From an optimization exercise on the open Yosys and OpenROAD flow, aimed at small area; shortcuts taken in it are not production practice.
In this exercise RTL edits were held to simulation tests only and were not proved equivalent to the original.

## FFT_8pt
module FFT_8pt(
    input clk, reset,
    input [11:0] real_in, imag_in,
    input [2:0] addr_real, addr_imag,
    input wr_en_real, wr_en_imag,
    output [23:0] fft_real_out, fft_imag_out
);
Size in the first run: about 82 I/O pins.
export LEC_CHECK = 0
export CAP_MARGIN = 20
export CORE_MARGIN = 2
export CORE_UTILIZATION = 65
export SLEW_MARGIN = 20
export SYNTH_HIERARCHICAL = 1
create_clock -name core_clock -period 16.0 [get_ports {clk}]
standard.sh (not shown) runs the stock make flow with config.mk's settings and CLKGATE_MAP_FILE= SYNTH_SCRIPT=/design/flow/synth_recipe.tcl, a recipe that flattens the netlist after the stock synthesis.
==> flow/flow/run.sh <==
#!/bin/bash
# Standard layout, with these changes: ports are buffered with the smallest
# buffer; the clock tree uses clkbuf_8 leaves and no dummy loads; buffers
# that synthesis added are removed and its upsized cells set back to drive 1
# after floorplanning (repair_design and repair_timing resize as needed).
set -euo pipefail
export BUFFER_PORTS_ARGS="-buffer_cell sky130_fd_sc_hd__buf_1"
export CTS_ARGS="-sink_clustering_enable -repair_clock_nets -dont_use_dummy_load -sink_clustering_size 16 -sink_clustering_max_diameter 80 -buf_list sky130_fd_sc_hd__clkbuf_8 -root_buf sky130_fd_sc_hd__clkbuf_16"
export REMOVE_ABC_BUFFERS=1
export POST_FLOORPLAN_TCL="$PWD/flow/downsize.tcl"
bash standard.sh > standard.log 2>&1
==> flow/flow/downsize.tcl <==
# Set every combinational cell to the smallest-area drive strength of the
# same cell, and let placement's repair_design and repair_timing size back up
# what the layout needs.
set db [ord::get_db]
set block [ord::get_db_block]
set n 0
foreach inst [$block getInsts] {
  set m [$inst getMaster]
  set name [$m getName]
  if {![regexp {^(sky130_fd_sc_hd__[a-z0-9]+)_([0-9]+)$} $name -> base drv]} { continue }
  if {[string match "*__df*" $base] || [string match "*__edf*" $base] \
      || [string match "*clk*" $base] || [string match "*conb*" $base]} { continue }
  set best $m
  set barea [expr {[$m getWidth] * [$m getHeight]}]
  foreach d {0 1 2} {
    set c [$db findMaster ${base}_$d]
    if {$c == "NULL" || $c == ""} { continue }
    set a [expr {[$c getWidth] * [$c getHeight]}]
    if {$a < $barea} { set best $c; set barea $a }
  }
  if {$best != $m} {
    $inst swapMaster $best
    incr n
  }
}
puts "downsize.tcl: $n instances resized"
The baseline finished clean.
Edit:
==> flow/flow/run.sh (replaced) <==
#!/bin/bash
# Standard layout, with two changes: ports are buffered with the smallest
# buffer, and the clock tree uses larger sink clusters and no dummy loads.
set -euo pipefail
export BUFFER_PORTS_ARGS="-buffer_cell sky130_fd_sc_hd__buf_1"
export CTS_ARGS="-sink_clustering_enable -repair_clock_nets -dont_use_dummy_load -sink_clustering_size 24 -sink_clustering_max_diameter 100 -buf_list {sky130_fd_sc_hd__clkbuf_8 sky130_fd_sc_hd__clkbuf_16}"
bash standard.sh > standard.log 2>&1
--- a/flow/config.mk
+++ b/flow/config.mk
@@ -10 +10 @@
-export CORE_UTILIZATION = 65
+export CORE_UTILIZATION = 80
removed: flow/flow/downsize.tcl
Area after synthesis stays the same; sequential cell count is unchanged; utilization rose by 16 points; wire length went up by 13%.
Edit:
==> flow/flow/run.sh (replaced) <==
#!/bin/bash
# Standard layout, with these changes: ports are buffered with the smallest
# buffer; the clock tree uses clkbuf_8 leaves and no dummy loads; buffers
# that synthesis added are removed and its upsized cells set back to drive 1
# after floorplanning (repair_design and repair_timing resize as needed).
set -euo pipefail
export BUFFER_PORTS_ARGS="-buffer_cell sky130_fd_sc_hd__buf_1"
export CTS_ARGS="-sink_clustering_enable -repair_clock_nets -dont_use_dummy_load -sink_clustering_size 16 -sink_clustering_max_diameter 80 -buf_list sky130_fd_sc_hd__clkbuf_8 -root_buf sky130_fd_sc_hd__clkbuf_16"
export REMOVE_ABC_BUFFERS=1
export POST_FLOORPLAN_TCL="$PWD/flow/downsize.tcl"
bash standard.sh > standard.log 2>&1
==> flow/flow/downsize.tcl (new file) <==
# Replace every combinational cell that synthesis sized up with the drive-1
# version of the same cell; placement's repair_design and repair_timing size
# back up what the layout needs.
set db [ord::get_db]
set block [ord::get_db_block]
set n 0
foreach inst [$block getInsts] {
  set name [[$inst getMaster] getName]
  if {[regexp {^(sky130_fd_sc_hd__[a-z0-9]+)_([0-9]+)$} $name -> base drv]} {
    if {$drv > 1 && ![string match "*__df*" $base] && ![string match "*__edf*" $base] \
        && ![string match "*clk*" $base] && ![string match "*conb*" $base]} {
      set new [$db findMaster ${base}_1]
      if {$new != "NULL" && $new != ""} {
        $inst swapMaster $new
        incr n
      }
    }
  }
}
puts "downsize.tcl: $n instances set to drive 1"
--- a/flow/config.mk
+++ b/flow/config.mk
@@ -10 +10 @@
-export CORE_UTILIZATION = 80
+export CORE_UTILIZATION = 65
Hold slack gains 3.4 ps; setup slack loses 170 ps; register-to-register slack loses 170 ps; synthesized cell count does not change; maximum frequency decreases by 1.1%; core utilization decreases by 16 points; cell count increases by 6.6%; first-iteration DRC count decreases by 48%; routed wire length decreases by 11%; global-route usage decreases by 8.6 points.
Edit:
--- a/flow/flow/run.sh
+++ b/flow/flow/run.sh
@@ -3 +3 @@
-# buffer; the clock tree uses clkbuf_8 leaves and no dummy loads; buffers
+# buffer; the clock tree uses clkbuf_4 leaves and no dummy loads; buffers
@@ -8 +8 @@
-export CTS_ARGS="-sink_clustering_enable -repair_clock_nets -dont_use_dummy_load -sink_clustering_size 16 -sink_clustering_max_diameter 80 -buf_list sky130_fd_sc_hd__clkbuf_8 -root_buf sky130_fd_sc_hd__clkbuf_16"
+export CTS_ARGS="-sink_clustering_enable -repair_clock_nets -dont_use_dummy_load -sink_clustering_size 10 -sink_clustering_max_diameter 50 -buf_list sky130_fd_sc_hd__clkbuf_4 -root_buf sky130_fd_sc_hd__clkbuf_16"
==> flow/flow/downsize.tcl (replaced) <==
# Set every combinational cell to the smallest-area drive strength of the
# same cell, and let placement's repair_design and repair_timing size back up
# what the layout needs.
set db [ord::get_db]
set block [ord::get_db_block]
set n 0
foreach inst [$block getInsts] {
  set m [$inst getMaster]
  set name [$m getName]
  if {![regexp {^(sky130_fd_sc_hd__[a-z0-9]+)_([0-9]+)$} $name -> base drv]} { continue }
  if {[string match "*__df*" $base] || [string match "*__edf*" $base] \
      || [string match "*clk*" $base] || [string match "*conb*" $base]} { continue }
  set best $m
  set barea [expr {[$m getWidth] * [$m getHeight]}]
  foreach d {0 1 2} {
    set c [$db findMaster ${base}_$d]
    if {$c == "NULL" || $c == ""} { continue }
    set a [expr {[$c getWidth] * [$c getHeight]}]
    if {$a < $barea} { set best $c; set barea $a }
  }
  if {$best != $m} {
    $inst swapMaster $best
    incr n
  }
}
puts "downsize.tcl: $n instances resized"
--- a/flow/config.mk
+++ b/flow/config.mk
@@ -8 +8 @@
-export CAP_MARGIN = 20
+export CAP_MARGIN = 10
@@ -11 +11 @@
-export SLEW_MARGIN = 20
+export SLEW_MARGIN = 10
Effect:
- The changed run finished with timing, DRC and antenna clean
- cell count grows by about 1%
- clock-buffer cell count grows by 19
- wire length grows by about 1%
Edit:
==> flow/flow/run.sh (replaced) <==
#!/bin/bash
# Standard layout, with three changes: ports are buffered with the smallest
# buffer, the clock tree uses larger sink clusters and no dummy loads, and
# after global routing cells on paths with slack are downsized.
set -euo pipefail
export BUFFER_PORTS_ARGS="-buffer_cell sky130_fd_sc_hd__buf_1"
export CTS_ARGS="-sink_clustering_enable -repair_clock_nets -dont_use_dummy_load -sink_clustering_size 24 -sink_clustering_max_diameter 120"
export RECOVER_POWER=100
bash standard.sh > standard.log 2>&1
--- a/flow/config.mk
+++ b/flow/config.mk
@@ -8 +8 @@
-export CAP_MARGIN = 10
+export CAP_MARGIN = 20
@@ -11 +11 @@
-export SLEW_MARGIN = 10
+export SLEW_MARGIN = 20
removed: flow/flow/downsize.tcl
After rerunning: The changed run finished with max-capacitance violations, max-slew violations left. Setup slack improved by 320 ps. Non-clock buffer count stays the same. Fmax rose by 2.1%. Wire length fell by 1.5%. Die area is unchanged. Worst hold slack improved by 20 ps. Cell count fell by 1.7%. Final area rose by 0.90%.

-- afterwards: timing with drivers on the ports --
In the flow no input, the clock included, has a driving cell. The finished layouts below were timed again as built, in two steps.
Step 1 (the two cells are an assumption about what drives the block):
set clk [get_ports {clk}]
set_driving_cell -lib_cell sky130_fd_sc_hd__clkbuf_16 $clk
set_driving_cell -lib_cell sky130_fd_sc_hd__buf_2 [delete_from_list [all_inputs] $clk]
Step 2 also shifts input and output timing later by t, the mid clock arrival at the registers, as if the neighbouring blocks saw the same clock.
Three values: ideal ports, drivers, drivers and shift; two values: the first two.
run	t, ns	setup slack, ns	worst setup path after step 2	worst data-port slew with drivers (ns)
the first run	0.561	0.541 / 0.541 / 0.541	register to register	0.05
the second run	0.580	0.732 / 0.732 / 0.732	register to register	0.05
the third run	0.545	0.562 / 0.562 / 0.562	register to register	0.05
the fourth run	0.559	0.517 / 0.517 / 0.517	register to register	0.05
the fifth run	0.578	0.837 / 0.837 / 0.837	register to register	0.05
